Background: an optimization exercise with open tools, aiming at small area, a short achievable clock period and few clock cycles per item. Do not read the settings as production practice.
RTL that was checked went through simulation tests only; none was proved equivalent to the original.
For runs 1 and 2, only the layout was checked, not whether the RTL still works.
Power and IR drop assume default switching activity.

**config.mk**
```make
export PLATFORM = sky130hd
export DESIGN_NAME = booth_multiplier
export DESIGN_NICKNAME = booth_multiplier
export VERILOG_FILES = /design/flow/design.v
export SDC_FILE = /design/flow/constraint.sdc
export NUM_CORES = 4
export LEC_CHECK = 0
export CAP_MARGIN = 20
export CORE_MARGIN = 2
export CORE_UTILIZATION = 40
export PLACE_DENSITY = 0.6
export SLEW_MARGIN = 20
export SYNTH_HIERARCHICAL = 1
export SYNTH_MINIMUM_KEEP_SIZE = 0
```
**constraint.sdc**
```tcl
create_clock -name core_clock -period 5.0 [get_ports {clk}]
set_input_delay 1.0000 -clock core_clock [delete_from_list [all_inputs] [get_ports {clk}]]
set_output_delay 1.0000 -clock core_clock [all_outputs]
set_load 0.01 [all_outputs]
```
**design.v**
```verilog
module booth_multiplier(
    input         clk,
    input         reset_n,
    input         op_start,
    input         op_clear,
    input  [31:0] multiplier,
    input  [31:0] multiplicand,
    output        op_done,
    output [63:0] result
);
  reg       busy, done;
  reg [2:0] cnt;
  wire      idle = !busy && !done;
  wire      fin  = cnt[2];                        
  wire      last = (cnt == 3'd3);         
  reg  [31:0] m_q;           
  reg  [31:0] lo_q;          
  reg  [31:0] s_q, c_q;      
  reg  [7:0]  rs_q, rc_q;    
  reg         cy_q;          
  reg  [3:0]  one_q, two_q, ng_q;   
  function [11:0] enc;
    input [7:0] b;
    input       bm;
    integer i;
    reg [8:0] x;
    begin
      x = {b, bm};
      for (i = 0; i < 4; i = i + 1) begin
        enc[i]         = x[2*i+1] ^ x[2*i];
        enc[4+i]     = (x[2*i+2] & ~x[2*i+1] & ~x[2*i]) | (~x[2*i+2] & x[2*i+1] & x[2*i]);
        enc[8+i]   = x[2*i+2];
      end
    end
  endfunction
  wire [11:0] enc_next = busy ? enc(lo_q[15:8], lo_q[7]) : enc(multiplier[7:0], 1'b0);
  wire [32:0] mg0 = ({33{one_q[0]}} & {m_q[31], m_q}) | ({33{two_q[0]}} & {m_q, 1'b0});
  wire [32:0] pp0 = mg0 ^ {33{ng_q[0]}};
  wire [32:0] e0 = {~pp0[32], pp0[31:0]};
  wire [32:0] mg1 = ({33{one_q[1]}} & {m_q[31], m_q}) | ({33{two_q[1]}} & {m_q, 1'b0});
  wire [32:0] pp1 = mg1 ^ {33{ng_q[1]}};
  wire [32:0] e1 = {~pp1[32], pp1[31:0]};
  wire [32:0] mg2 = ({33{one_q[2]}} & {m_q[31], m_q}) | ({33{two_q[2]}} & {m_q, 1'b0});
  wire [32:0] pp2 = mg2 ^ {33{ng_q[2]}};
  wire [32:0] e2 = {~pp2[32], pp2[31:0]};
  wire [32:0] mg3 = ({33{one_q[3]}} & {m_q[31], m_q}) | ({33{two_q[3]}} & {m_q, 1'b0});
  wire [32:0] pp3 = mg3 ^ {33{ng_q[3]}};
  wire [32:0] e3 = {~pp3[32], pp3[31:0]};
  wire fs1;
  wire fc2;
  wire hs3;
  wire hc4;
  wire hs5;
  wire hc6;
  wire fs7;
  wire fc8;
  wire fs9;
  wire fc10;
  wire hs11;
  wire hc12;
  wire hs13;
  wire hc14;
  wire fs15;
  wire fc16;
  wire fs17;
  wire fc18;
  wire fs19;
  wire fc20;
  wire fs21;
  wire fc22;
  wire hs23;
  wire hc24;
  wire fs25;
  wire fc26;
  wire hs27;
  wire hc28;
  wire fs29;
  wire fc30;
  wire fs31;
  wire fc32;
  wire fs33;
  wire fc34;
  wire fs35;
  wire fc36;
  wire fs37;
  wire fc38;
  wire fs39;
  wire fc40;
  wire fs41;
  wire fc42;
  wire hs43;
  wire hc44;
  wire hs45;
  wire hc46;
  wire fs47;
  wire fc48;
  wire fs49;
  wire fc50;
  wire fs51;
  wire fc52;
  wire fs53;
  wire fc54;
  wire fs55;
  wire fc56;
  wire fs57;
  wire fc58;
  wire fs59;
  wire fc60;
  wire fs61;
  wire fc62;
  wire fs63;
  wire fc64;
  wire fs65;
  wire fc66;
  wire fs67;
  wire fc68;
  wire fs69;
  wire fc70;
  wire fs71;
  wire fc72;
  wire fs73;
  wire fc74;
  wire hs75;
  wire hc76;
  wire fs77;
  wire fc78;
  wire fs79;
  wire fc80;
  wire fs81;
  wire fc82;
  wire fs83;
  wire fc84;
  wire fs85;
  wire fc86;
  wire fs87;
  wire fc88;
  wire fs89;
  wire fc90;
  wire fs91;
  wire fc92;
  wire fs93;
  wire fc94;
  wire hs95;
  wire hc96;
  wire fs97;
  wire fc98;
  wire fs99;
  wire fc100;
  wire fs101;
  wire fc102;
  wire fs103;
  wire fc104;
  wire fs105;
  wire fc106;
  wire fs107;
  wire fc108;
  wire fs109;
  wire fc110;
  wire fs111;
  wire fc112;
  wire fs113;
  wire fc114;
  wire hs115;
  wire hc116;
  wire fs117;
  wire fc118;
  wire fs119;
  wire fc120;
  wire fs121;
  wire fc122;
  wire fs123;
  wire fc124;
  wire fs125;
  wire fc126;
  wire fs127;
  wire fc128;
  wire fs129;
  wire fc130;
  wire fs131;
  wire fc132;
  wire fs133;
  wire fc134;
  wire hs135;
  wire hc136;
  wire fs137;
  wire fc138;
  wire fs139;
  wire fc140;
  wire fs141;
  wire fc142;
  wire fs143;
  wire fc144;
  wire fs145;
  wire fc146;
  wire fs147;
  wire fc148;
  wire fs149;
  wire fc150;
  wire fs151;
  wire fc152;
  wire fs153;
  wire fc154;
  wire hs155;
  wire hc156;
  wire fs157;
  wire fc158;
  wire fs159;
  wire fc160;
  wire fs161;
  wire fc162;
  wire fs163;
  wire fc164;
  wire fs165;
  wire fc166;
  wire fs167;
  wire fc168;
  wire fs169;
  wire fc170;
  wire fs171;
  wire fc172;
  wire fs173;
  wire fc174;
  wire hs175;
  wire hc176;
  wire fs177;
  wire fc178;
  wire fs179;
  wire fc180;
  wire fs181;
  wire fc182;
  wire fs183;
  wire fc184;
  wire fs185;
  wire fc186;
  wire fs187;
  wire fc188;
  wire fs189;
  wire fc190;
  wire fs191;
  wire fc192;
  wire fs193;
  wire fc194;
  wire hs195;
  wire hc196;
  wire fs197;
  wire fc198;
  wire fs199;
  wire fc200;
  wire fs201;
  wire fc202;
  wire fs203;
  wire fc204;
  wire fs205;
  wire fc206;
  wire fs207;
  wire fc208;
  wire fs209;
  wire fc210;
  wire fs211;
  wire fc212;
  wire fs213;
  wire fc214;
  wire hs215;
  wire hc216;
  wire fs217;
  wire fc218;
  wire fs219;
  wire fc220;
  wire fs221;
  wire fc222;
  wire fs223;
  wire fc224;
  wire fs225;
  wire fc226;
  wire fs227;
  wire fc228;
  wire fs229;
  wire fc230;
  wire fs231;
  wire fc232;
  wire fs233;
  wire fc234;
  wire hs235;
  wire hc236;
  wire fs237;
  wire fc238;
  wire fs239;
  wire fc240;
  wire fs241;
  wire fc242;
  wire fs243;
  wire fc244;
  wire fs245;
  wire fc246;
  wire fs247;
  wire fc248;
  wire fs249;
  wire fc250;
  wire fs251;
  wire fc252;
  wire fs253;
  wire fc254;
  wire hs255;
  wire hc256;
  wire fs257;
  wire fc258;
  wire fs259;
  wire fc260;
  wire fs261;
  wire fc262;
  wire fs263;
  wire fc264;
  wire fs265;
  wire fc266;
  wire fs267;
  wire fc268;
  wire fs269;
  wire fc270;
  wire fs271;
  wire fc272;
  wire fs273;
  wire fc274;
  wire hs275;
  wire hc276;
  wire fs277;
  wire fc278;
  wire fs279;
  wire fc280;
  wire fs281;
  wire fc282;
  wire fs283;
  wire fc284;
  wire fs285;
  wire fc286;
  wire fs287;
  wire fc288;
  wire fs289;
  wire fc290;
  wire fs291;
  wire fc292;
  wire fs293;
  wire fc294;
  wire fs295;
  wire fc296;
  wire hs297;
  wire hc298;
  wire fs299;
  wire fc300;
  wire fs301;
  wire fc302;
  wire fs303;
  wire fc304;
  wire fs305;
  wire fc306;
  wire fs307;
  wire fc308;
  wire fs309;
  wire fc310;
  wire hs311;
  wire hc312;
  wire hs313;
  wire hc314;
  wire fs315;
  wire fc316;
  wire fs317;
  wire fc318;
  wire hs319;
  wire hc320;
  wire hs321;
  wire hc322;
  wire fs323;
  wire fc324;
  mul_fa u_fs1 (.a(c_q[0]), .b(ng_q[0]), .ci(s_q[0]), .s(fs1), .co(fc2));
  mul_ha u_hs3 (.a(c_q[1]), .b(s_q[1]), .s(hs3), .c(hc4));
  mul_ha u_hs5 (.a(hs3), .b(fc2), .s(hs5), .c(hc6));
  mul_fa u_fs7 (.a(c_q[2]), .b(ng_q[1]), .ci(s_q[2]), .s(fs7), .co(fc8));
  mul_fa u_fs9 (.a(hc4), .b(fs7), .ci(e0[2]), .s(fs9), .co(fc10));
  mul_ha u_hs11 (.a(e1[0]), .b(hc6), .s(hs11), .c(hc12));
  mul_ha u_hs13 (.a(c_q[3]), .b(s_q[3]), .s(hs13), .c(hc14));
  mul_fa u_fs15 (.a(hs13), .b(fc8), .ci(e0[3]), .s(fs15), .co(fc16));
  mul_fa u_fs17 (.a(e1[1]), .b(hc12), .ci(fc10), .s(fs17), .co(fc18));
  mul_fa u_fs19 (.a(c_q[4]), .b(ng_q[2]), .ci(s_q[4]), .s(fs19), .co(fc20));
  mul_fa u_fs21 (.a(hc14), .b(fs19), .ci(e0[4]), .s(fs21), .co(fc22));
  mul_ha u_hs23 (.a(e1[2]), .b(e2[0]), .s(hs23), .c(hc24));
  mul_fa u_fs25 (.a(hs23), .b(fc16), .ci(fs21), .s(fs25), .co(fc26));
  mul_ha u_hs27 (.a(c_q[5]), .b(s_q[5]), .s(hs27), .c(hc28));
  mul_fa u_fs29 (.a(hs27), .b(fc20), .ci(e0[5]), .s(fs29), .co(fc30));
  mul_fa u_fs31 (.a(e1[3]), .b(e2[1]), .ci(hc24), .s(fs31), .co(fc32));
  mul_fa u_fs33 (.a(fc22), .b(fs29), .ci(fs31), .s(fs33), .co(fc34));
  mul_fa u_fs35 (.a(c_q[6]), .b(ng_q[3]), .ci(s_q[6]), .s(fs35), .co(fc36));
  mul_fa u_fs37 (.a(hc28), .b(fs35), .ci(e0[6]), .s(fs37), .co(fc38));
  mul_fa u_fs39 (.a(e1[4]), .b(e2[2]), .ci(e3[0]), .s(fs39), .co(fc40));
  mul_fa u_fs41 (.a(fc30), .b(fs37), .ci(fs39), .s(fs41), .co(fc42));
  mul_ha u_hs43 (.a(fc32), .b(fs41), .s(hs43), .c(hc44));
  mul_ha u_hs45 (.a(c_q[7]), .b(s_q[7]), .s(hs45), .c(hc46));
  mul_fa u_fs47 (.a(hs45), .b(fc36), .ci(e0[7]), .s(fs47), .co(fc48));
  mul_fa u_fs49 (.a(e1[5]), .b(e2[3]), .ci(e3[1]), .s(fs49), .co(fc50));
  mul_fa u_fs51 (.a(fc38), .b(fc40), .ci(fs47), .s(fs51), .co(fc52));
  mul_fa u_fs53 (.a(fs49), .b(fc42), .ci(fs51), .s(fs53), .co(fc54));
  mul_fa u_fs55 (.a(c_q[8]), .b(s_q[8]), .ci(hc46), .s(fs55), .co(fc56));
  mul_fa u_fs57 (.a(last), .b(e0[8]), .ci(e1[6]), .s(fs57), .co(fc58));
  mul_fa u_fs59 (.a(e2[4]), .b(e3[2]), .ci(fs55), .s(fs59), .co(fc60));
  mul_fa u_fs61 (.a(fc48), .b(fc50), .ci(fs57), .s(fs61), .co(fc62));
  mul_fa u_fs63 (.a(fs59), .b(fc52), .ci(fs61), .s(fs63), .co(fc64));
  mul_fa u_fs65 (.a(c_q[9]), .b(s_q[9]), .ci(last), .s(fs65), .co(fc66));
  mul_fa u_fs67 (.a(e0[9]), .b(e1[7]), .ci(e2[5]), .s(fs67), .co(fc68));
  mul_fa u_fs69 (.a(e3[3]), .b(fc56), .ci(fs65), .s(fs69), .co(fc70));
  mul_fa u_fs71 (.a(fc58), .b(fs67), .ci(fc60), .s(fs71), .co(fc72));
  mul_fa u_fs73 (.a(fs69), .b(fc62), .ci(fs71), .s(fs73), .co(fc74));
  mul_ha u_hs75 (.a(c_q[10]), .b(s_q[10]), .s(hs75), .c(hc76));
  mul_fa u_fs77 (.a(hs75), .b(e0[10]), .ci(e1[8]), .s(fs77), .co(fc78));
  mul_fa u_fs79 (.a(e2[6]), .b(e3[4]), .ci(fc66), .s(fs79), .co(fc80));
  mul_fa u_fs81 (.a(fc68), .b(fs77), .ci(fc70), .s(fs81), .co(fc82));
  mul_fa u_fs83 (.a(fs79), .b(fc72), .ci(fs81), .s(fs83), .co(fc84));
  mul_fa u_fs85 (.a(c_q[11]), .b(s_q[11]), .ci(hc76), .s(fs85), .co(fc86));
  mul_fa u_fs87 (.a(last), .b(e0[11]), .ci(e1[9]), .s(fs87), .co(fc88));
  mul_fa u_fs89 (.a(e2[7]), .b(e3[5]), .ci(fs85), .s(fs89), .co(fc90));
  mul_fa u_fs91 (.a(fc78), .b(fs87), .ci(fc80), .s(fs91), .co(fc92));
  mul_fa u_fs93 (.a(fs89), .b(fc82), .ci(fs91), .s(fs93), .co(fc94));
  mul_ha u_hs95 (.a(c_q[12]), .b(s_q[12]), .s(hs95), .c(hc96));
  mul_fa u_fs97 (.a(hs95), .b(e0[12]), .ci(e1[10]), .s(fs97), .co(fc98));
  mul_fa u_fs99 (.a(e2[8]), .b(e3[6]), .ci(fc86), .s(fs99), .co(fc100));
  mul_fa u_fs101 (.a(fc88), .b(fs97), .ci(fc90), .s(fs101), .co(fc102));
  mul_fa u_fs103 (.a(fs99), .b(fc92), .ci(fs101), .s(fs103), .co(fc104));
  mul_fa u_fs105 (.a(c_q[13]), .b(s_q[13]), .ci(hc96), .s(fs105), .co(fc106));
  mul_fa u_fs107 (.a(last), .b(e0[13]), .ci(e1[11]), .s(fs107), .co(fc108));
  mul_fa u_fs109 (.a(e2[9]), .b(e3[7]), .ci(fs105), .s(fs109), .co(fc110));
  mul_fa u_fs111 (.a(fc98), .b(fs107), .ci(fc100), .s(fs111), .co(fc112));
  mul_fa u_fs113 (.a(fs109), .b(fc102), .ci(fs111), .s(fs113), .co(fc114));
  mul_ha u_hs115 (.a(c_q[14]), .b(s_q[14]), .s(hs115), .c(hc116));
  mul_fa u_fs117 (.a(hs115), .b(e0[14]), .ci(e1[12]), .s(fs117), .co(fc118));
  mul_fa u_fs119 (.a(e2[10]), .b(e3[8]), .ci(fc106), .s(fs119), .co(fc120));
  mul_fa u_fs121 (.a(fc108), .b(fs117), .ci(fc110), .s(fs121), .co(fc122));
  mul_fa u_fs123 (.a(fs119), .b(fc112), .ci(fs121), .s(fs123), .co(fc124));
  mul_fa u_fs125 (.a(c_q[15]), .b(s_q[15]), .ci(hc116), .s(fs125), .co(fc126));
  mul_fa u_fs127 (.a(last), .b(e0[15]), .ci(e1[13]), .s(fs127), .co(fc128));
  mul_fa u_fs129 (.a(e2[11]), .b(e3[9]), .ci(fs125), .s(fs129), .co(fc130));
  mul_fa u_fs131 (.a(fc118), .b(fs127), .ci(fc120), .s(fs131), .co(fc132));
  mul_fa u_fs133 (.a(fs129), .b(fc122), .ci(fs131), .s(fs133), .co(fc134));
  mul_ha u_hs135 (.a(c_q[16]), .b(s_q[16]), .s(hs135), .c(hc136));
  mul_fa u_fs137 (.a(hs135), .b(e0[16]), .ci(e1[14]), .s(fs137), .co(fc138));
  mul_fa u_fs139 (.a(e2[12]), .b(e3[10]), .ci(fc126), .s(fs139), .co(fc140));
  mul_fa u_fs141 (.a(fc128), .b(fs137), .ci(fc130), .s(fs141), .co(fc142));
  mul_fa u_fs143 (.a(fs139), .b(fc132), .ci(fs141), .s(fs143), .co(fc144));
  mul_fa u_fs145 (.a(c_q[17]), .b(s_q[17]), .ci(hc136), .s(fs145), .co(fc146));
  mul_fa u_fs147 (.a(last), .b(e0[17]), .ci(e1[15]), .s(fs147), .co(fc148));
  mul_fa u_fs149 (.a(e2[13]), .b(e3[11]), .ci(fs145), .s(fs149), .co(fc150));
  mul_fa u_fs151 (.a(fc138), .b(fs147), .ci(fc140), .s(fs151), .co(fc152));
  mul_fa u_fs153 (.a(fs149), .b(fc142), .ci(fs151), .s(fs153), .co(fc154));
  mul_ha u_hs155 (.a(c_q[18]), .b(s_q[18]), .s(hs155), .c(hc156));
  mul_fa u_fs157 (.a(hs155), .b(e0[18]), .ci(e1[16]), .s(fs157), .co(fc158));
  mul_fa u_fs159 (.a(e2[14]), .b(e3[12]), .ci(fc146), .s(fs159), .co(fc160));
  mul_fa u_fs161 (.a(fc148), .b(fs157), .ci(fc150), .s(fs161), .co(fc162));
  mul_fa u_fs163 (.a(fs159), .b(fc152), .ci(fs161), .s(fs163), .co(fc164));
  mul_fa u_fs165 (.a(c_q[19]), .b(s_q[19]), .ci(hc156), .s(fs165), .co(fc166));
  mul_fa u_fs167 (.a(last), .b(e0[19]), .ci(e1[17]), .s(fs167), .co(fc168));
  mul_fa u_fs169 (.a(e2[15]), .b(e3[13]), .ci(fs165), .s(fs169), .co(fc170));
  mul_fa u_fs171 (.a(fc158), .b(fs167), .ci(fc160), .s(fs171), .co(fc172));
  mul_fa u_fs173 (.a(fs169), .b(fc162), .ci(fs171), .s(fs173), .co(fc174));
  mul_ha u_hs175 (.a(c_q[20]), .b(s_q[20]), .s(hs175), .c(hc176));
  mul_fa u_fs177 (.a(hs175), .b(e0[20]), .ci(e1[18]), .s(fs177), .co(fc178));
  mul_fa u_fs179 (.a(e2[16]), .b(e3[14]), .ci(fc166), .s(fs179), .co(fc180));
  mul_fa u_fs181 (.a(fc168), .b(fs177), .ci(fc170), .s(fs181), .co(fc182));
  mul_fa u_fs183 (.a(fs179), .b(fc172), .ci(fs181), .s(fs183), .co(fc184));
  mul_fa u_fs185 (.a(c_q[21]), .b(s_q[21]), .ci(hc176), .s(fs185), .co(fc186));
  mul_fa u_fs187 (.a(last), .b(e0[21]), .ci(e1[19]), .s(fs187), .co(fc188));
  mul_fa u_fs189 (.a(e2[17]), .b(e3[15]), .ci(fs185), .s(fs189), .co(fc190));
  mul_fa u_fs191 (.a(fc178), .b(fs187), .ci(fc180), .s(fs191), .co(fc192));
  mul_fa u_fs193 (.a(fs189), .b(fc182), .ci(fs191), .s(fs193), .co(fc194));
  mul_ha u_hs195 (.a(c_q[22]), .b(s_q[22]), .s(hs195), .c(hc196));
  mul_fa u_fs197 (.a(hs195), .b(e0[22]), .ci(e1[20]), .s(fs197), .co(fc198));
  mul_fa u_fs199 (.a(e2[18]), .b(e3[16]), .ci(fc186), .s(fs199), .co(fc200));
  mul_fa u_fs201 (.a(fc188), .b(fs197), .ci(fc190), .s(fs201), .co(fc202));
  mul_fa u_fs203 (.a(fs199), .b(fc192), .ci(fs201), .s(fs203), .co(fc204));
  mul_fa u_fs205 (.a(c_q[23]), .b(s_q[23]), .ci(hc196), .s(fs205), .co(fc206));
  mul_fa u_fs207 (.a(last), .b(e0[23]), .ci(e1[21]), .s(fs207), .co(fc208));
  mul_fa u_fs209 (.a(e2[19]), .b(e3[17]), .ci(fs205), .s(fs209), .co(fc210));
  mul_fa u_fs211 (.a(fc198), .b(fs207), .ci(fc200), .s(fs211), .co(fc212));
  mul_fa u_fs213 (.a(fs209), .b(fc202), .ci(fs211), .s(fs213), .co(fc214));
  mul_ha u_hs215 (.a(c_q[24]), .b(s_q[24]), .s(hs215), .c(hc216));
  mul_fa u_fs217 (.a(hs215), .b(e0[24]), .ci(e1[22]), .s(fs217), .co(fc218));
  mul_fa u_fs219 (.a(e2[20]), .b(e3[18]), .ci(fc206), .s(fs219), .co(fc220));
  mul_fa u_fs221 (.a(fc208), .b(fs217), .ci(fc210), .s(fs221), .co(fc222));
  mul_fa u_fs223 (.a(fs219), .b(fc212), .ci(fs221), .s(fs223), .co(fc224));
  mul_fa u_fs225 (.a(c_q[25]), .b(s_q[25]), .ci(hc216), .s(fs225), .co(fc226));
  mul_fa u_fs227 (.a(last), .b(e0[25]), .ci(e1[23]), .s(fs227), .co(fc228));
  mul_fa u_fs229 (.a(e2[21]), .b(e3[19]), .ci(fs225), .s(fs229), .co(fc230));
  mul_fa u_fs231 (.a(fc218), .b(fs227), .ci(fc220), .s(fs231), .co(fc232));
  mul_fa u_fs233 (.a(fs229), .b(fc222), .ci(fs231), .s(fs233), .co(fc234));
  mul_ha u_hs235 (.a(c_q[26]), .b(s_q[26]), .s(hs235), .c(hc236));
  mul_fa u_fs237 (.a(hs235), .b(e0[26]), .ci(e1[24]), .s(fs237), .co(fc238));
  mul_fa u_fs239 (.a(e2[22]), .b(e3[20]), .ci(fc226), .s(fs239), .co(fc240));
  mul_fa u_fs241 (.a(fc228), .b(fs237), .ci(fc230), .s(fs241), .co(fc242));
  mul_fa u_fs243 (.a(fs239), .b(fc232), .ci(fs241), .s(fs243), .co(fc244));
  mul_fa u_fs245 (.a(c_q[27]), .b(s_q[27]), .ci(hc236), .s(fs245), .co(fc246));
  mul_fa u_fs247 (.a(last), .b(e0[27]), .ci(e1[25]), .s(fs247), .co(fc248));
  mul_fa u_fs249 (.a(e2[23]), .b(e3[21]), .ci(fs245), .s(fs249), .co(fc250));
  mul_fa u_fs251 (.a(fc238), .b(fs247), .ci(fc240), .s(fs251), .co(fc252));
  mul_fa u_fs253 (.a(fs249), .b(fc242), .ci(fs251), .s(fs253), .co(fc254));
  mul_ha u_hs255 (.a(c_q[28]), .b(s_q[28]), .s(hs255), .c(hc256));
  mul_fa u_fs257 (.a(hs255), .b(e0[28]), .ci(e1[26]), .s(fs257), .co(fc258));
  mul_fa u_fs259 (.a(e2[24]), .b(e3[22]), .ci(fc246), .s(fs259), .co(fc260));
  mul_fa u_fs261 (.a(fc248), .b(fs257), .ci(fc250), .s(fs261), .co(fc262));
  mul_fa u_fs263 (.a(fs259), .b(fc252), .ci(fs261), .s(fs263), .co(fc264));
  mul_fa u_fs265 (.a(c_q[29]), .b(s_q[29]), .ci(hc256), .s(fs265), .co(fc266));
  mul_fa u_fs267 (.a(last), .b(e0[29]), .ci(e1[27]), .s(fs267), .co(fc268));
  mul_fa u_fs269 (.a(e2[25]), .b(e3[23]), .ci(fs265), .s(fs269), .co(fc270));
  mul_fa u_fs271 (.a(fc258), .b(fs267), .ci(fc260), .s(fs271), .co(fc272));
  mul_fa u_fs273 (.a(fs269), .b(fc262), .ci(fs271), .s(fs273), .co(fc274));
  mul_ha u_hs275 (.a(c_q[30]), .b(s_q[30]), .s(hs275), .c(hc276));
  mul_fa u_fs277 (.a(hs275), .b(e0[30]), .ci(e1[28]), .s(fs277), .co(fc278));
  mul_fa u_fs279 (.a(e2[26]), .b(e3[24]), .ci(fc266), .s(fs279), .co(fc280));
  mul_fa u_fs281 (.a(fc268), .b(fs277), .ci(fc270), .s(fs281), .co(fc282));
  mul_fa u_fs283 (.a(fs279), .b(fc272), .ci(fs281), .s(fs283), .co(fc284));
  mul_fa u_fs285 (.a(c_q[31]), .b(s_q[31]), .ci(hc276), .s(fs285), .co(fc286));
  mul_fa u_fs287 (.a(last), .b(e0[31]), .ci(e1[29]), .s(fs287), .co(fc288));
  mul_fa u_fs289 (.a(e2[27]), .b(e3[25]), .ci(fs285), .s(fs289), .co(fc290));
  mul_fa u_fs291 (.a(fc278), .b(fs287), .ci(fc280), .s(fs291), .co(fc292));
  mul_fa u_fs293 (.a(fs289), .b(fc282), .ci(fs291), .s(fs293), .co(fc294));
  mul_fa u_fs295 (.a(e0[32]), .b(e1[30]), .ci(e2[28]), .s(fs295), .co(fc296));
  mul_ha u_hs297 (.a(e3[26]), .b(fc286), .s(hs297), .c(hc298));
  mul_fa u_fs299 (.a(hs297), .b(fc288), .ci(fs295), .s(fs299), .co(fc300));
  mul_fa u_fs301 (.a(fc290), .b(fc292), .ci(fs299), .s(fs301), .co(fc302));
  mul_fa u_fs303 (.a(last), .b(e1[31]), .ci(e2[29]), .s(fs303), .co(fc304));
  mul_fa u_fs305 (.a(e3[27]), .b(hc298), .ci(fc296), .s(fs305), .co(fc306));
  mul_fa u_fs307 (.a(fs303), .b(fs305), .ci(fc300), .s(fs307), .co(fc308));
  mul_fa u_fs309 (.a(e1[32]), .b(e2[30]), .ci(e3[28]), .s(fs309), .co(fc310));
  mul_ha u_hs311 (.a(fc304), .b(fs309), .s(hs311), .c(hc312));
  mul_ha u_hs313 (.a(hs311), .b(fc306), .s(hs313), .c(hc314));
  mul_fa u_fs315 (.a(last), .b(e2[31]), .ci(e3[29]), .s(fs315), .co(fc316));
  mul_fa u_fs317 (.a(fc310), .b(fs315), .ci(hc312), .s(fs317), .co(fc318));
  mul_ha u_hs319 (.a(e2[32]), .b(e3[30]), .s(hs319), .c(hc320));
  mul_ha u_hs321 (.a(hs319), .b(fc316), .s(hs321), .c(hc322));
  mul_fa u_fs323 (.a(last), .b(e3[31]), .ci(hc320), .s(fs323), .co(fc324));
  wire [39:0] sn = {last, e3[32], hc322, fc318, hc314, fc308, fc302, fc294, fc284, fc274, fc264, fc254, fc244, fc234, fc224, fc214, fc204, fc194, fc184, fc174, fc164, fc154, fc144, fc134, fc124, fc114, fc104, fc94, fc84, fc74, fc64, fc54, hc44, fc34, fc26, fc18, fs15, fs9, e0[1], e0[0]};
  wire [39:0] cn = {1'b0, fc324, fs323, hs321, fs317, hs313, fs307, fs301, fs293, fs283, fs273, fs263, fs253, fs243, fs233, fs223, fs213, fs203, fs193, fs183, fs173, fs163, fs153, fs143, fs133, fs123, fs113, fs103, fs93, fs83, fs73, fs63, fs53, hs43, fs33, fs25, fs17, hs11, hs5, fs1};
  wire [39:0] ad_sum;
  wire        ad_cy;                     
  mul_add40 u_ad (.a({s_q, rs_q}), .b({c_q, rc_q}), .ci(cy_q), .s(ad_sum), .ct(ad_cy));
  assign op_done = done;
  assign result  = {s_q[31:0], lo_q};
  always @(posedge clk or negedge reset_n) begin
    if (!reset_n) begin
      busy <= 1'b0;
      done <= 1'b0;
    end else if (op_clear) begin
      busy <= 1'b0;
      done <= 1'b0;
    end else if (idle) begin
      busy <= op_start;
    end else if (busy && fin) begin
      busy <= 1'b0;
      done <= 1'b1;
    end
  end
  always @(posedge clk) begin
    cnt <= busy ? cnt + 3'd1 : 3'd0;
    if (!busy)
      m_q <= multiplicand;
    if (idle)
      lo_q <= multiplier;
    else if (busy)
      lo_q <= {ad_sum[7:0], lo_q[31:8]};
    if (idle) begin
      s_q  <= 0;
      c_q  <= 0;
      rs_q <= 0;
      rc_q <= 0;
    end else if (busy) begin
      s_q  <= fin ? ad_sum[39:8] : sn[39:8];
      c_q  <= cn[39:8];
      rs_q <= sn[7:0];
      rc_q <= cn[7:0];
    end
    cy_q <= busy & ad_cy;
    {ng_q, two_q, one_q} <= enc_next;
  end
endmodule
module mul_fa(input a, input b, input ci, output s, output co);
  assign s  = a ^ b ^ ci;
  assign co = (a & b) | (ci & (a ^ b));
endmodule
module mul_ha(input a, input b, output s, output c);
  assign s = a ^ b;
  assign c = a & b;
endmodule
module mul_add40(input [39:0] a, input [39:0] b, input ci, output [39:0] s, output ct);
  wire [39:0] p = a ^ b;
  wire [39:0] g0 = a & b;
  wire [39:0] g = {g0[39:1], g0[0] | (p[0] & ci)};
  wire gg1 = g[1] | (p[1] & g[0]);
  wire pq2 = p[1] & p[0];
  wire gg3 = g[3] | (p[3] & g[2]);
  wire pq4 = p[3] & p[2];
  wire gg5 = g[5] | (p[5] & g[4]);
  wire pq6 = p[5] & p[4];
  wire gg7 = g[7] | (p[7] & g[6]);
  wire pq8 = p[7] & p[6];
  wire gg9 = g[9] | (p[9] & g[8]);
  wire pq10 = p[9] & p[8];
  wire gg11 = g[11] | (p[11] & g[10]);
  wire pq12 = p[11] & p[10];
  wire gg13 = g[13] | (p[13] & g[12]);
  wire pq14 = p[13] & p[12];
  wire gg15 = g[15] | (p[15] & g[14]);
  wire pq16 = p[15] & p[14];
  wire gg17 = g[17] | (p[17] & g[16]);
  wire pq18 = p[17] & p[16];
  wire gg19 = g[19] | (p[19] & g[18]);
  wire pq20 = p[19] & p[18];
  wire gg21 = g[21] | (p[21] & g[20]);
  wire pq22 = p[21] & p[20];
  wire gg23 = g[23] | (p[23] & g[22]);
  wire pq24 = p[23] & p[22];
  wire gg25 = g[25] | (p[25] & g[24]);
  wire pq26 = p[25] & p[24];
  wire gg27 = g[27] | (p[27] & g[26]);
  wire pq28 = p[27] & p[26];
  wire gg29 = g[29] | (p[29] & g[28]);
  wire pq30 = p[29] & p[28];
  wire gg31 = g[31] | (p[31] & g[30]);
  wire pq32 = p[31] & p[30];
  wire gg33 = g[33] | (p[33] & g[32]);
  wire pq34 = p[33] & p[32];
  wire gg35 = g[35] | (p[35] & g[34]);
  wire pq36 = p[35] & p[34];
  wire gg37 = g[37] | (p[37] & g[36]);
  wire pq38 = p[37] & p[36];
  wire gg39 = g[39] | (p[39] & g[38]);
  wire pq40 = p[39] & p[38];
  wire gg41 = gg3 | (pq4 & gg1);
  wire pq42 = pq4 & pq2;
  wire gg43 = gg7 | (pq8 & gg5);
  wire pq44 = pq8 & pq6;
  wire gg45 = gg11 | (pq12 & gg9);
  wire pq46 = pq12 & pq10;
  wire gg47 = gg15 | (pq16 & gg13);
  wire pq48 = pq16 & pq14;
  wire gg49 = gg19 | (pq20 & gg17);
  wire pq50 = pq20 & pq18;
  wire gg51 = gg23 | (pq24 & gg21);
  wire pq52 = pq24 & pq22;
  wire gg53 = gg27 | (pq28 & gg25);
  wire pq54 = pq28 & pq26;
  wire gg55 = gg31 | (pq32 & gg29);
  wire pq56 = pq32 & pq30;
  wire gg57 = gg35 | (pq36 & gg33);
  wire pq58 = pq36 & pq34;
  wire gg59 = gg39 | (pq40 & gg37);
  wire pq60 = pq40 & pq38;
  wire gg61 = gg43 | (pq44 & gg41);
  wire pq62 = pq44 & pq42;
  wire gg63 = gg47 | (pq48 & gg45);
  wire pq64 = pq48 & pq46;
  wire gg65 = gg51 | (pq52 & gg49);
  wire pq66 = pq52 & pq50;
  wire gg67 = gg55 | (pq56 & gg53);
  wire pq68 = pq56 & pq54;
  wire gg69 = gg59 | (pq60 & gg57);
  wire pq70 = pq60 & pq58;
  wire gg71 = gg63 | (pq64 & gg61);
  wire pq72 = pq64 & pq62;
  wire gg73 = gg67 | (pq68 & gg65);
  wire pq74 = pq68 & pq66;
  wire gg75 = gg73 | (pq74 & gg71);
  wire pq76 = pq74 & pq72;
  wire gg77 = gg65 | (pq66 & gg71);
  wire pq78 = pq66 & pq72;
  wire gg79 = gg69 | (pq70 & gg75);
  wire pq80 = pq70 & pq76;
  wire gg81 = gg45 | (pq46 & gg61);
  wire pq82 = pq46 & pq62;
  wire gg83 = gg49 | (pq50 & gg71);
  wire pq84 = pq50 & pq72;
  wire gg85 = gg53 | (pq54 & gg77);
  wire pq86 = pq54 & pq78;
  wire gg87 = gg57 | (pq58 & gg75);
  wire pq88 = pq58 & pq76;
  wire gg89 = gg5 | (pq6 & gg41);
  wire pq90 = pq6 & pq42;
  wire gg91 = gg9 | (pq10 & gg61);
  wire pq92 = pq10 & pq62;
  wire gg93 = gg13 | (pq14 & gg81);
  wire pq94 = pq14 & pq82;
  wire gg95 = gg17 | (pq18 & gg71);
  wire pq96 = pq18 & pq72;
  wire gg97 = gg21 | (pq22 & gg83);
  wire pq98 = pq22 & pq84;
  wire gg99 = gg25 | (pq26 & gg77);
  wire pq100 = pq26 & pq78;
  wire gg101 = gg29 | (pq30 & gg85);
  wire pq102 = pq30 & pq86;
  wire gg103 = gg33 | (pq34 & gg75);
  wire pq104 = pq34 & pq76;
  wire gg105 = gg37 | (pq38 & gg87);
  wire pq106 = pq38 & pq88;
  wire gg107 = g[2] | (p[2] & gg1);
  wire pq108 = p[2] & pq2;
  wire gg109 = g[4] | (p[4] & gg41);
  wire pq110 = p[4] & pq42;
  wire gg111 = g[6] | (p[6] & gg89);
  wire pq112 = p[6] & pq90;
  wire gg113 = g[8] | (p[8] & gg61);
  wire pq114 = p[8] & pq62;
  wire gg115 = g[10] | (p[10] & gg91);
  wire pq116 = p[10] & pq92;
  wire gg117 = g[12] | (p[12] & gg81);
  wire pq118 = p[12] & pq82;
  wire gg119 = g[14] | (p[14] & gg93);
  wire pq120 = p[14] & pq94;
  wire gg121 = g[16] | (p[16] & gg71);
  wire pq122 = p[16] & pq72;
  wire gg123 = g[18] | (p[18] & gg95);
  wire pq124 = p[18] & pq96;
  wire gg125 = g[20] | (p[20] & gg83);
  wire pq126 = p[20] & pq84;
  wire gg127 = g[22] | (p[22] & gg97);
  wire pq128 = p[22] & pq98;
  wire gg129 = g[24] | (p[24] & gg77);
  wire pq130 = p[24] & pq78;
  wire gg131 = g[26] | (p[26] & gg99);
  wire pq132 = p[26] & pq100;
  wire gg133 = g[28] | (p[28] & gg85);
  wire pq134 = p[28] & pq86;
  wire gg135 = g[30] | (p[30] & gg101);
  wire pq136 = p[30] & pq102;
  wire gg137 = g[32] | (p[32] & gg75);
  wire pq138 = p[32] & pq76;
  wire gg139 = g[34] | (p[34] & gg103);
  wire pq140 = p[34] & pq104;
  wire gg141 = g[36] | (p[36] & gg87);
  wire pq142 = p[36] & pq88;
  wire gg143 = g[38] | (p[38] & gg105);
  wire pq144 = p[38] & pq106;
  assign s = p ^ {gg143, gg105, gg141, gg87, gg139, gg103, gg137, gg75, gg135, gg101, gg133, gg85, gg131, gg99, gg129, gg77, gg127, gg97, gg125, gg83, gg123, gg95, gg121, gg71, gg119, gg93, gg117, gg81, gg115, gg91, gg113, gg61, gg111, gg89, gg109, gg41, gg107, gg1, g[0], ci};
  assign ct = gg61;
endmodule
```
**flow/run.sh**
```bash
#!/bin/bash
# Standard layout, except: plain buf_1 cells as the port buffers, and a
# clock tree of clkbuf_4 cells without dummy loads.
export BUFFER_PORTS_ARGS="-buffer_cell sky130_fd_sc_hd__buf_1"
export CTS_ARGS="-sink_clustering_enable -repair_clock_nets -dont_use_dummy_load -root_buf sky130_fd_sc_hd__clkbuf_16 -buf_list \"sky130_fd_sc_hd__clkbuf_4 sky130_fd_sc_hd__clkbuf_8\""
bash standard.sh > standard.log 2>&1
```
**standard.sh**
```bash
#!/bin/bash
# synth_recipe.tcl (not shown) runs the flow's synth.tcl, then flattens the netlist and writes it again
# the make line also repeats each setting of config.mk as NAME=value (left out here)
make -C /OpenROAD-flow-scripts/flow DESIGN_CONFIG=/design/flow/config.mk WORK_HOME=/design/flow/orfs CLKGATE_MAP_FILE= SYNTH_SCRIPT=/design/flow/synth_recipe.tcl "${@:-finish}"
```
==> flow_metrics.tcl, run 1 <==
set metrics [dict create \
    skew_ns 0.03777 \
    ys_top_cells_by_count "159 x fa_1, 142 x xnor2_1, 124 x a22oi_1" \
    synthDominantCellAreaShare_pct 23.73 \
    antenna_found_initial 0 \
    power_density_nw_per_um2 534.9 \
    fp.dieW_um 187.1 \
    slew_headroom_pct 21.90 \
    fmax_ghz 0.2894 \
    whs_ns 0.3678 \
    cts_hold_buffers 0 \
    cts_root_buf "clkbuf_16" \
    worst_skew_pair.late_latency_ns 0.41 \
    fillCellCount 3228 \
    cts-resized-gates 0 \
    synthCells 1217 \
    tightest_slew_ns 1.171 \
    synth_edf_count 64 \
    clockBufferDepth 2 \
    cp-end-kind "flip-flop" \
    cpMaxStageDelayCell "fa_1" \
    via_per_inst 5.494 \
    max_stage_delay_ns 0.40 \
    grt_usage_pct 21.06 \
    grt_max_degree 70 \
    setup_viol 0 \
    syn_area_um2 13410 \
    grt_pass1_wl_um 57470 \
    drc 0 \
    drv_cap 0 \
    gr-total-overflow 0 \
    yosysWarnings 7 \
    num_rows 67 \
    drtPass1Iterations 6 \
    min_path_type "in -> async" \
    synthFlopType "dfxtp_1" \
    initial_core_util_pct 40.30 \
    area_delta_synth_final_pct 6.605 \
    die_h_um 187.1 \
    core_um2 33280 \
    yosysMostFrequentCell "fa_1" \
    yosysSeqAreaShare_pct 28.88 \
    cts_made_buffers 17 \
    final.setup.tns_ns 0 \
    vias 9455 \
    timing.reg2reg.setup_slack_ns 1.55 \
    clk_pin_slew_worst_paths_ns 0.08 \
    start_kind "flip-flop" \
    yosysUniqueCellTypes 57 \
    async_flop_share_pct 1.242 \
    power_uw 7648 \
    synthTopCellsByArea "fa_1 24%, edfxtp_1 14%, dfxtp_1 14%" \
    final_nets 1564 \
    hold_viol 0 \
    diodes 0 \
    detail_route.wirelength_um 35720 \
    die-area_um2 35010 \
    grt_pass1_vias 9939 \
    cp_max_fo 3 \
    rsz0062_at_grt "no" \
    place.gp.congestion 0.8793 \
    critical_path_arrival_ns 3.76 \
    drive_gt1_share_pct 6.834 \
    drtAntennaViolNets 0 \
    path_class "reg -> reg" \
    hpwl_um 25650 \
    required_ns 5.31 \
    tritoncts "yes" \
    ir_drop_v 0.0002528 \
    ys_ff_latch 161 \
    p_leak_uw 0.005571 \
    drtIter0Drc 789 \
    yosysTopAreaCell "fa_1" \
    cp_common_cell "fa_1" \
    postCtsSetupBuffers 0 \
    finalCritPeriodShare_pct 69.10 \
    outcome "no timing/DRC/antenna violations" \
    place.port_buffers 132 \
    cts.sinks 161 \
    detail_route.wl_per_cell_um 20.76 \
    crit_chain "inv_1 > fa_1 > inv_1 > fa_1 > a211oi_1 > o211ai_1 > nand4_1 > o221a_2 > o211a_1 > a21oi_1 > a211o_1 > fa_1 > xnor2_1 > mux2i_1 > o21ai_0" \
    syn_avg_cell_area_um2 11.02 \
    top_level_ports 133 \
    htree_levels 4 \
    finalMaxSlewViolations 0 \
    min_period_ns 3.455 \
]
==> final cells by class <==
type	count	area, um2	share of cell area [%]
multi-input combinational	907	8838	61.82
sequential	161	3890	27.21
timing repair buffer	147	608.1	4.253
tap	448	560.5	3.921
clock buffer	17	245.2	1.715
inverter	41	155.1	1.085
==> layer usage <==
layer	share of wire [%]	global-route usage, %
met5	0	0
met4	1.8	5.495
met3	6.9	4.221
met2	47	34.22
met1	45	28.81
==> cell families after synthesis <==
family,after synthesis,synth area share [%]
AO/OA/AOI/OAI,268,13.28
flip-flops,161,28.88
other,1,0.02796
multiplexers,66,6.064
adder cells (fa/ha/maj),221,29.52
XOR/XNOR,159,10.38
AND/OR/NAND/NOR,191,6.596
buffers and inverters,150,5.243
==> Yosys stat by module, one instance, submodules excluded <==
module / cell area, um2 / cells inside / flip-flops and latches / times used
mul_fa: 20.02 / 1 / 0 / 138
booth_multiplier: 8616 / 854 / 161 / 1
mul_add40: 1733 / 201 / 0 / 1
mul_ha: 12.51 / 1 / 0 / 24
==> worst paths after layout <==
path	from	to	cells after the start
min in group core_clock	cnt[0]	cnt[0]	1
max in group asynchronous	reset_n	busy	1
max	rs_q[0]	s_q[31]	15
min	reset_n	busy	1
min reg2reg	cnt[0]	cnt[0]	1
max reg2reg	rs_q[0]	s_q[31]	15
==> state kept, by name, indices dropped and copies added, names as in the netlist, 8 cells and up <==
name and flops:
rc_q 8, lo_q 32, c_q 31, m_q 32
s_q 32, rs_q 8
==> where the power goes <==
| part | switching, uW | leakage [uW] | internal [uW] | total, uW |
|---|---|---|---|---|
| registers | 513 | 0.00147 | 1680 | 2190 |
| clock network | 460 | 0.000127 | 321 | 782 |
| logic | 2470 | 0.00397 | 2210 | 4680 |
==> stage by stage <==
stage / setup WS, ns / instance area, um2 / instances / utilization, %
final: 1.545 / 14300 / 1721 / 42.96
after global placement: 1.708 / 14050 / 1704 / 42.22
after detailed placement: 1.640 / 14050 / 1704 / 42.22
after floorplan: 1.579 / 13420 / 1218 / -
after global routing: 1.338 / 14300 / 1721 / 42.96
after CTS: 1.552 / 14300 / 1721 / 42.96
==> critical path: cells and delay by family, from the launching register on <==
family / cells / cell delay (ns)
multiplexers: 1 / 0.09
XOR/XNOR: 1 / 0.17
AND/OR/NAND/NOR: 1 / 0.13
flip-flops: 1 / 0.32
adder cells (fa/ha/maj): 3 / 0.94
AO/OA/AOI/OAI: 7 / 1.57
buffers and inverters: 2 / 0.13
==> cell usage in the layout (no fill, tap or decap), drive strengths merged, types with 40 or more instances in the layout <==
cell type,netlist,final
o21ai,86,86
a22oi,124,124
fa,159,159
xnor2,142,142
inv,40,40
buf,50,147
ha,62,62
edfxtp,64,64
nand2,108,108
dfxtp,95,95
==> run 2, diff against run 1 <==
--- a/config.mk
+++ b/config.mk
@@ -9,6 +9,7 @@
 export CORE_MARGIN = 2
 export CORE_UTILIZATION = 40
 export PLACE_DENSITY = 0.6
+export SETUP_SLACK_MARGIN = 1.5
 export SLEW_MARGIN = 20
 export SYNTH_HIERARCHICAL = 1
 export SYNTH_MINIMUM_KEEP_SIZE = 0
==> flow_metrics.tcl, run 2 <==
set metrics [dict create \
    cpLargestDelayFamily "compound AO/OA/AOI/OAI gates" \
    path_buf_inv 2 \
    max_stage_delay_ns 0.38 \
    syn_avg_cell_area_um2 11.02 \
    fp.dieW_um 187.1 \
    core_um2 33280 \
    hold_viol 0 \
    cpMaxStageDelayCell "fa_1" \
    syn_area_um2 13410 \
    drtAntennaViolNets 0 \
    r2r_end "s_q[31]" \
    place.gp.congestion 0.8793 \
    start_kind "flip-flop" \
    min_path_type "in -> async" \
    place.port_buffers 132 \
    rsz0062_at_grt "no" \
    num_rows 67 \
    grt_pass1_vias 9939 \
    fmax_ghz 0.3035 \
    p_seq_share_pct 28.6 \
    yosys.area_share.xor_xnor_pct 10.38 \
    synth_edf_count 64 \
    drive_gt1_share_pct 7.300 \
    crit_chain "inv_1 > fa_1 > inv_1 > fa_2 > a211oi_2 > o211ai_1 > nand4_1 > o221a_4 > o211a_4 > a21oi_4 > a211o_1 > fa_1 > xnor2_1 > mux2i_1 > o21ai_0" \
    detail_route.wl_per_cell_um 20.80 \
    synth.area.mux_share_pct 6.064 \
    cp-endpoint "s_q[31]" \
    worstSetupPathDepth 15 \
    synthFlopType "dfxtp_1" \
    drc 0 \
    cp-startpoint "rs_q[0]" \
    yosysSeqAreaShare_pct 28.88 \
    cp-end-kind "flip-flop" \
    yosys.area_share.simple_pct 6.596 \
    final.setup.tns_ns 0 \
    grt_pass1_wl_um 57470 \
    yosysTopAreaCell "fa_1" \
    required_ns 5.31 \
    ys_ff_latch 161 \
    p_sw_share_pct 44.98 \
    ir_drop_v 0.0002518 \
    tightest_slew_ns 1.162 \
    yosysUniqueCellTypes 57 \
    p_switching_uw 3442 \
    synthTopCellsByArea "fa_1 24%, edfxtp_1 14%, dfxtp_1 14%" \
    top_regs "lo_q: 32 flops, m_q: 32 flops, s_q: 32 flops" \
    grt_max_degree 70 \
    min_period_ns 3.295 \
    die_h_um 187.1 \
    hpwl_um 25650 \
    cts_hold_buffers 0 \
    vias 9466 \
    cp_max_fo 3 \
    outcome "no timing/DRC/antenna violations" \
    via_per_inst 5.497 \
    p_clk_share_pct 10.2 \
    antenna_found_initial 0 \
    yosysWarnings 7 \
    clockBufferDepth 2 \
    initial_core_util_pct 40.30 \
    layout_common_cells "158 x fa_1, 142 x xnor2_1, 132 x buf_1" \
    pwr-share-comb_pct 61.2 \
    drv_cap 0 \
    p_leak_uw 0.005578 \
    async_flop_share_pct 1.242 \
    path_class "reg -> reg" \
    synth_compound_area_share_pct 13.28 \
    design_area_um2 14340 \
    finalMaxSlewViolations 0 \
    gr-total-overflow 0 \
    placed_area_um2 14050 \
    drtPass1Iterations 5 \
    area_delta_synth_final_pct 6.951 \
    htree_levels 4 \
    worst_skew_pair.late_latency_ns 0.41 \
    drtIter0Drc 804 \
    ys_top_cells_by_count "159 x fa_1, 142 x xnor2_1, 124 x a22oi_1" \
    clk_pin_slew_worst_paths_ns 0.08 \
    grt_usage_pct 21.06 \
    cts_made_buffers 17 \
    yosysMostFrequentCell "fa_1" \
    synthDominantCellAreaShare_pct 23.73 \
    synthAdderAreaFrac_pct 29.52 \
    rr_startpoint "rs_q[0]" \
    synth_top_family_by_area "adder cells" \
    die-area_um2 35010 \
    detail_route.wirelength_um 35820 \
    critical_path_arrival_ns 3.60 \
    synthCells 1217 \
    layout_commonest_cell "fa_1" \
    timing.reg2reg.setup_slack_ns 1.71 \
    finalCritPeriodShare_pct 65.89 \
    slew_headroom_pct 22.56 \
    setup_viol 0 \
    worstRegToRegCells 15 \
    diodes 0 \
    final_nets 1565 \
    cts_root_buf "clkbuf_16" \
    skew_ns 0.03821 \
    p_int_uw 4210 \
    tritoncts "yes" \
    top_level_ports 133 \
    cts.sinks 161 \
    power_density_nw_per_um2 533.5 \
]
[run 2: cell counts after synthesis]
No cell type changed its count.
[run 2: modules after synthesis (local to each module, per instance)]
module | copies in the design | cell area [um2] | flops+latches
booth_multiplier | 1 | 8616 | 161
mul_ha | 24 | 12.51 | 0
mul_add40 | 1 | 1733 | 0
mul_fa | 138 | 20.02 | 0
[run 2: logic make-up (layout without fill, tap and decap cells)]
kind of cell / Yosys count / count (layout)
compound gates: 268 / 268
xor+xnor: 159 / 159
fa+ha+maj: 221 / 221
buf+inv: 150 / 206
flops: 161 / 161
mux: 66 / 66
other cells: 1 / 2
simple gates: 191 / 191
[run 2: worst min path at each step]
stage / end / cells past startpoint / slack [ns]
2_1_floorplan: cnt[0] / 1 / 0.39
3_3_place_gp: cnt[0] / 1 / 0.40
3_5_place_dp: cnt[0] / 1 / 0.41
4_1_cts: busy / 1 / 0.35
5_1_grt: busy / 1 / 0.35
6_report: busy / 1 / 0.37
[run 2: repair_timing]
item	CTS	global route
endpoints found under the setup margin	0	11
setup buffers	0	1
gates resized for setup	0	7
[run 2: final cells by class]
cell class / count / area (um2)
multi-input cells: 907 / 8877
inverters: 41 / 155.1
repair buffers: 148 / 615.6
flip-flops and latches: 161 / 3890
fillers: 3221 / 18940
well taps: 448 / 560.5
clock buffers: 17 / 245.2
[run 2: power by group through the flow]
stage	clock (uW)	combinational, uW	sequential, uW
floorplan	0	3430	1990
global placement	0	4570	2210
detailed placement	0	4660	2210
CTS	806	4690	2190
global route	855	5330	2240
finish	781	4680	2190
[run 2: worst register-to-register path: stages (launching register included)]
cell and delay (ns):
dfxtp_1 0.32, inv_1 0.08, fa_1 0.17, inv_1 0.06, fa_2 0.37, a211oi_2 0.22
o211ai_1 0.22, nand4_1 0.17, o221a_4 0.21, o211a_4 0.22, a21oi_4 0.07, a211o_1 0.29
fa_1 0.38, xnor2_1 0.17, mux2i_1 0.08, o21ai_0 0.18
[run 2: per-layer routing]
| metal | vias to the layer above | part of all wire, % | track usage, % |
|---|---|---|---|
| li1 | 4315 | - | - |
| met1 | 4772 | 45 | 28.81 |
| met2 | 337 | 47 | 34.22 |
| met3 | 42 | 6.3 | 4.221 |
| met4 | 0 | 1.7 | 5.495 |
| met5 | - | 0 | 0 |
[run 2: metrics by stage]
step / worst slack (ns) / instances / hold WS [ns] / power [uW] / utilization, %
3_5_place_dp: 1.640 / 1704 / 0.4097 / 6875 / 42.22
5_1_grt: 1.513 / 1722 / 0.3521 / 8433 / 43.10
4_1_cts: 1.552 / 1721 / 0.3521 / 7679 / 42.96
6_report: 1.705 / 1722 / 0.3665 / 7652 / 43.10
2_1_floorplan: 1.579 / 1218 / 0.3896 / 5425 / -
3_3_place_gp: 1.708 / 1704 / 0.4007 / 6779 / 42.22
==> run 3, diff against run 2 <==
--- a/design.v
+++ b/design.v
@@ -561,17 +561,13 @@
       lo_q <= multiplier;
     else if (busy)
       lo_q <= {ad_sum[7:0], lo_q[31:8]};
-    if (idle) begin
+    if (idle)
       s_q  <= 0;
-      c_q  <= 0;
-      rs_q <= 0;
-      rc_q <= 0;
-    end else if (busy) begin
+    else if (busy)
       s_q  <= fin ? ad_sum[39:8] : sn[39:8];
-      c_q  <= cn[39:8];
-      rs_q <= sn[7:0];
-      rc_q <= cn[7:0];
-    end
+    c_q  <= busy ? cn[39:8] : 32'd0;
+    rs_q <= busy ? sn[7:0] : 8'd0;
+    rc_q <= busy ? cn[7:0] : 8'd0;
     cy_q <= busy & ad_cy;
     {ng_q, two_q, one_q} <= enc_next;
   end
==> flow_metrics.tcl, run 3 <==
set metrics [dict create \
    outcome "no timing/DRC/antenna violations" \
    yosysTopAreaCell "fa_1" \
    skew_ns 0.04169 \
    clockBufferDepth 2 \
    placed_area_um2 13830 \
    clk_pin_slew_worst_paths_ns 0.11 \
    grt_pass1_vias 9481 \
    finalCritPeriodShare_pct 66.44 \
    tightest_slew_ns 1.147 \
    detail_route.wirelength_um 34200 \
    final_cells 1631 \
    top_level_ports 133 \
    path_class "reg -> reg" \
    hold_viol 0 \
    ys_ff_latch 161 \
    gr-total-overflow 0 \
    tritoncts "yes" \
    ys_top_cells_by_count "159 x fa_1, 142 x xnor2_1, 111 x a22oi_1" \
    rsz0062_at_grt "no" \
    core_um2 32620 \
    diodes 0 \
    drtIter0Drc 800 \
    cpMaxStageDelayCell "dfxtp_2" \
    cp-end-kind "flip-flop" \
    grt_pass1_wl_um 54180 \
    place.port_buffers 132 \
    use_met3_pct 4.608 \
    vias 8888 \
    detail_route.wl_per_cell_um 20.97 \
    post-place-cells 1614 \
    crit_chain "a22oi_1 > xnor2_1 > fa_1 > fa_1 > fa_1 > and2_1" \
    synthFlopType "dfxtp_1" \
    drive_gt1_share_pct 8.663 \
    synthDominantCellAreaShare_pct 23.92 \
    setup_viol 0 \
    design_area_um2 14090 \
    ir_drop_v 0.0002089 \
    critical_path_arrival_ns 3.59 \
    place.gp.congestion 0.8324 \
    yosysSeqAreaShare_pct 29.11 \
    postCtsSetupBuffers 0 \
    cp_max_fo 33 \
    min_period_ns 3.322 \
    layout_common_cells "158 x fa_1, 142 x xnor2_1, 132 x buf_1" \
    fp.dieW_um 186.4 \
    final.setup.tns_ns 0 \
    hpwl_um 24600 \
    fmax_ghz 0.3010 \
    yosysWarnings 7 \
    drtPass1Iterations 8 \
    cts.sinks 161 \
    grt_usage_pct 20.13 \
    via_per_inst 5.449 \
    power_density_nw_per_um2 533.8 \
    cts_root_buf "clkbuf_16" \
    drc 0 \
    synth_edf_count 64 \
    grt_max_degree 71 \
    drtAntennaViolNets 0 \
    syn_avg_cell_area_um2 11.83 \
    drv_cap 0 \
    start_kind "flip-flop" \
    syn_area_um2 13310 \
    async_flop_share_pct 1.242 \
    min_path_type "in -> async" \
    worst_skew_pair.late_latency_ns 0.40 \
    htree_levels 4 \
    grtUsageMet1_pct 26.72 \
    required_ns 5.26 \
    antenna_found_initial 0 \
    slew_headroom_pct 23.50 \
    yosysUniqueCellTypes 61 \
    final_nets 1480 \
    cts_made_buffers 17 \
    busiest_layer "met2" \
    synthTopCellsByArea "fa_1 24%, edfxtp_1 14%, dfxtp_1 14%" \
    top_regs "lo_q: 32 flops, m_q: 32 flops, s_q: 32 flops" \
    yosysMostFrequentCell "fa_1" \
    die_h_um 186.4 \
    max_stage_delay_ns 0.93 \
    die-area_um2 34750 \
    layout_commonest_cell "fa_1" \
    num_rows 66 \
    p_leak_uw 0.005560 \
    area_delta_synth_final_pct 5.858 \
    grtUsageMet2_pct 33.21 \
    fillCellCount 3131 \
    finalMaxSlewViolations 0 \
    cts_hold_buffers 0 \
    initial_core_util_pct 40.80 \
    synthCells 1125 \
    cp_common_cell "fa_1" \
]
-- run 3: changes by cell type in the layout (fill, tap and decap cells not counted), sizes merged --
cell,change
o21ai,-43
buf,-1
and2,+45
nor2,+2
a22o,-4
nand3,-3
nand2,-81
-- run 3: metrics by stage --
| stage | util (%) | power [uW] | hold WS, ns | setup slack [ns] |
|---|---|---|---|---|
| after global routing | 43.19 | 8312 | 0.3873 | 1.523 |
| final | 43.19 | 7520 | 0.4067 | 1.678 |
| after CTS | 43.15 | 7582 | 0.3911 | 1.551 |
| after floorplan | - | 5295 | 0.3896 | 1.558 |
| after global placement | 42.39 | 6738 | 0.4015 | 1.578 |
| after detailed placement | 42.39 | 6800 | 0.4127 | 1.563 |
-- run 3: power by group --
part	switching, uW	internal, uW
clock network	439	322
registers	500	1670
logic	2370	2210
-- run 3: cell type report --
type,instances,area [um2],share of cell area [%]
tap,442,553.0,3.926
inverter,41,155.1,1.101
multi-input combinational,823,8637,61.31
timing repair buffer,147,608.1,4.317
clock buffer,17,245.2,1.741
sequential,161,3889,27.60
-- run 3: layer usage --
metal / share of wire (%) / vias to the layer above / routed length, um
li1: - / 4013 / -
met5: 0 / - / 0
met3: 6.8 / 49 / 2335
met2: 49 / 310 / 16680
met1: 43 / 4516 / 14570
met4: 1.8 / 0 / 601
-- run 3: timing repair --
item | CTS | global route
hold endpoints to repair | 0 | 0
endpoints found under the setup margin | 0 | 28
resized for setup | 0 | 5
-- run 3: worst paths after layout --
| check | startpoint | to | slack [ns] | cells after the start |
|---|---|---|---|---|
| setup / recovery | one_q[2] | c_q[22] | 1.68 | 6 |
| hold reg to reg | cnt[0] | cnt[0] | 0.41 | 1 |
| setup reg to reg | one_q[2] | c_q[22] | 1.68 | 6 |
| min in group core_clock | cnt[0] | cnt[0] | 0.41 | 1 |
| hold / removal | reset_n | done | 0.41 | 1 |
| max in group asynchronous | reset_n | busy | 4.44 | 1 |
-- run 3: kinds of logic (layout without fill, tap and decap cells) --
| kind of cell | after synthesis | count (layout) | synth area share [%] |
|---|---|---|---|
| fa+ha+maj | 221 | 221 | 29.75 |
| compound gates | 221 | 221 | 12.00 |
| flops | 161 | 161 | 29.11 |
| xor+xnor | 159 | 159 | 10.46 |
| simple gates | 154 | 154 | 6.440 |
| buf+inv | 142 | 205 | 6.102 |
| mux | 66 | 66 | 6.111 |
| other cells | 1 | 2 | 0.02818 |
-- run 3: worst max-delay path, delay by kind of cell, from the launching register on --
family	cells	cell delay, ns
XOR/XNOR	1	0.21
AND/OR/NAND/NOR	1	0.18
flip-flops	1	0.93
AO/OA/AOI/OAI	1	0.23
adder cells (fa/ha/maj)	3	1.60
-- run 3: modules after synthesis (local to each module, per instance) --
module / cells inside / flip-flops and latches
mul_fa: 1 / 0
booth_multiplier: 762 / 161
mul_ha: 1 / 0
mul_add40: 201 / 0
Testbench counts of run 3, summed over its fixed seeds: cycles 11,192, items 1,600.
==> run 4, diff against run 3 <==
--- a/config.mk
+++ b/config.mk
@@ -9,7 +9,7 @@
 export CORE_MARGIN = 2
 export CORE_UTILIZATION = 40
 export PLACE_DENSITY = 0.6
-export SETUP_SLACK_MARGIN = 1.5
+export SETUP_SLACK_MARGIN = 2.1
 export SLEW_MARGIN = 20
 export SYNTH_HIERARCHICAL = 1
 export SYNTH_MINIMUM_KEEP_SIZE = 0
==> flow_metrics.tcl, run 4 <==
set metrics [dict create \
    detail_route.wl_per_cell_um 21.40 \
    async_flop_share_pct 1.242 \
    final_nets 1515 \
    p_clk_share_pct 10.0 \
    finalCritPeriodShare_pct 66.57 \
    max_stage_delay_ns 0.50 \
    yosysUniqueCellTypes 61 \
    gr-total-overflow 0 \
    start_kind "flip-flop" \
    p_leak_uw 0.005783 \
    p_switching_uw 3342 \
    cts_made_buffers 17 \
    outcome "no timing/DRC/antenna violations" \
    cts_root_buf "clkbuf_16" \
    utilization_pct 44.94 \
    initial_core_util_pct 40.80 \
    synthFlopType "dfxtp_1" \
    hold_viol 0 \
    p_sw_share_pct 43.74 \
    setup_viol 0 \
    top_level_ports 133 \
    via_per_inst 5.409 \
    tritoncts "yes" \
    area_delta_synth_final_pct 10.14 \
    die-area_um2 34750 \
    slew_headroom_pct 47.95 \
    skew_ns 0.04369 \
    clk_pin_slew_worst_paths_ns 0.07 \
    place.port_buffers 132 \
    grt_usage_pct 20.54 \
    fp.dieW_um 186.4 \
    crit_chain "ha_1 > a21oi_1 > o21ai_0 > nand2_1 > o221a_2 > o211a_1 > a21oi_2 > a211o_1 > fa_2 > a32oi_1 > o21ai_1" \
    grt_max_degree 100 \
    worst_skew_pair.late_latency_ns 0.41 \
    synthTopCellsByArea "fa_1 24%, edfxtp_1 14%, dfxtp_1 14%" \
    layout_commonest_cell "xnor2_1" \
    pwr-share-comb_pct 62.6 \
    num_rows 66 \
    syn_avg_cell_area_um2 11.83 \
    cts_hold_buffers 0 \
    power_density_nw_per_um2 521.2 \
    ir_drop_v 0.0002203 \
    min_path_type "in -> async" \
    vias 9012 \
    cp_max_fo 4 \
    layout_common_cells "142 x xnor2_1, 141 x fa_1, 132 x buf_1" \
    tightest_slew_ns 0.7808 \
    htree_levels 4 \
    clockBufferDepth 2 \
    drive_gt1_share_pct 13.89 \
    min_period_ns 3.329 \
    path_buf_inv 0 \
    drv_cap 0 \
    yosysWarnings 7 \
    cpLargestDelayFamily "compound AO/OA/AOI/OAI gates" \
    rsz0062_at_grt "yes" \
    antenna_found_initial 0 \
    core_um2 32620 \
    synthDominantCellAreaShare_pct 23.92 \
    cp-end-kind "flip-flop" \
    drtIter0Drc 739 \
    finalMaxSlewViolations 0 \
    cpMaxStageDelayCell "o21ai_0" \
    drtPass1Iterations 6 \
    cts.sinks 161 \
    critical_path_arrival_ns 3.59 \
    path_class "reg -> reg" \
    hpwl_um 24780 \
    grt_pass1_wl_um 54990 \
    die_h_um 186.4 \
    drc 0 \
    synthCells 1125 \
    fmax_ghz 0.3004 \
    final.setup.tns_ns 0 \
    diodes 0 \
    syn_area_um2 13310 \
    p_int_uw 4298 \
    yosysTopAreaCell "fa_1" \
    synth_edf_count 64 \
    yosysMostFrequentCell "fa_1" \
    grt_pass1_vias 9427 \
    detail_route.wirelength_um 35650 \
    ys_ff_latch 161 \
    ys_top_cells_by_count "159 x fa_1, 142 x xnor2_1, 111 x a22oi_1" \
    required_ns 5.26 \
    top_regs "lo_q: 32 flops, m_q: 32 flops, s_q: 32 flops" \
    yosysSeqAreaShare_pct 29.11 \
    drtAntennaViolNets 0 \
    place.gp.congestion 0.8595 \
    p_seq_share_pct 27.4 \
]
## run 4: worst reg2reg max path, stage by stage (launching register included)
cell,delay (ns)
dfxtp_1,0.36
ha_1,0.37
a21oi_1,0.08
o21ai_0,0.51
nand2_1,0.21
o221a_2,0.35
o211a_1,0.26
a21oi_2,0.21
a211o_1,0.19
fa_2,0.44
a32oi_1,0.18
o21ai_1,0.08
## run 4: logic make-up (layout without fill, tap and decap cells)
kind of cell | Yosys count | count (layout) | synth area share, %
AO/OA/AOI/OAI | 221 | 221 | 12.00
other | 1 | 2 | 0.02818
flip-flops | 161 | 161 | 29.11
multiplexers | 66 | 66 | 6.111
AND/OR/NAND/NOR | 154 | 154 | 6.440
XOR/XNOR | 159 | 159 | 10.46
adder cells (fa/ha/maj) | 221 | 221 | 29.75
buffers and inverters | 142 | 240 | 6.102
## run 4: power groups by stage
stage	combinational, uW	sequential, uW	clock, uW
6_report	4780	2090	765
4_1_cts	4730	2140	797
5_1_grt	5450	2140	845
2_1_floorplan	3320	1970	0
3_5_place_dp	4610	2180	0
3_3_place_gp	4550	2170	0
## run 4: timing repair
action,CTS,global route
resized for setup,50,14
buffers inserted,12,26
pin swaps,17,10
endpoints found under the setup margin,62,50
endpoints found under the hold margin,0,0
## run 4: per-module statistics from Yosys, one instance, submodules excluded
module / cells inside / area, um2 / flops+latches / copies in the design
booth_multiplier: 762 / 8512 / 161 / 1
mul_add40: 201 / 1733 / 0 / 1
mul_fa: 1 / 20.02 / 0 / 138
mul_ha: 1 / 12.51 / 0 / 24
## run 4: layout make-up
type | count | area, um2
tap | 442 | 553.0
timing repair buffer | 182 | 1044
inverter | 41 | 155.1
multi-input combinational | 823 | 8741
sequential | 161 | 3920
clock buffer | 17 | 245.2
fill | 3047 | 17960
## run 4: layer usage
metal / share of wire, % / vias up / routed length [um] / track usage [%]
li1: - / 4074 / - / -
met1: 44 / 4602 / 15650 / 27.29
met2: 50 / 312 / 17790 / 34.89
met3: 5.3 / 24 / 1879 / 3.329
met4: 0.91 / 0 / 324 / 5.385
met5: 0 / - / 0 / 0
## run 4: metrics by stage
step	cells	total power [uW]	hold WS [ns]	setup slack (ns)	area [um2]
floorplan	1126	5297	0.3896	2.089	13330
global placement	1611	6723	0.4015	1.612	13820
detailed placement	1611	6791	0.4042	1.610	13820
CTS	1640	7665	0.3811	1.707	14310
global route	1666	8428	0.3929	1.580	14660
finish	1666	7640	0.4005	1.671	14660
## run 4: worst paths after layout
path                         start       to  slack, ns  cells past startpoint
setup / recovery            s_q[9]  s_q[30]       1.67                     11
hold / removal             reset_n     done       0.40                      1
setup reg to reg            s_q[9]  s_q[30]       1.67                     11
hold reg to reg             cnt[0]   cnt[0]       0.42                      1
max in group asynchronous  reset_n     busy       4.45                      1
min in group core_clock     cnt[0]   cnt[0]       0.42                      1

[afterwards: timing with drivers on the ports]
How much do the figures lean on ideal ports? The routed layouts below were timed once more, with nothing changed but the port constraints.
Step 1 (the two cells are an assumption about what drives the block):
set clk [get_ports {clk}]
set_driving_cell -lib_cell sky130_fd_sc_hd__clkbuf_16 $clk
set_driving_cell -lib_cell sky130_fd_sc_hd__buf_2 [delete_from_list [all_inputs] $clk]
Step 2 times the ports against the registers' clock, not the clock port: input delays grow and output delays shrink by t, the midpoint of the rising clock arrivals with the driver on.
Three values: no drivers, after step 1, after step 2; two values: the first two.
run | t (ns) | setup slack, ns | clock arrival spread, ns
run 1 | 0.442 | 1.545 / 1.545 / 1.545 | 0.040 / 0.040
run 2 | 0.444 | 1.705 / 1.705 / 1.705 | 0.040 / 0.040
run 3 | 0.434 | 1.678 / 1.678 / 1.678 | 0.045 / 0.044
run 4 | 0.439 | 1.671 / 1.671 / 1.671 | 0.045 / 0.044
After both steps every run listed still meets setup and hold.
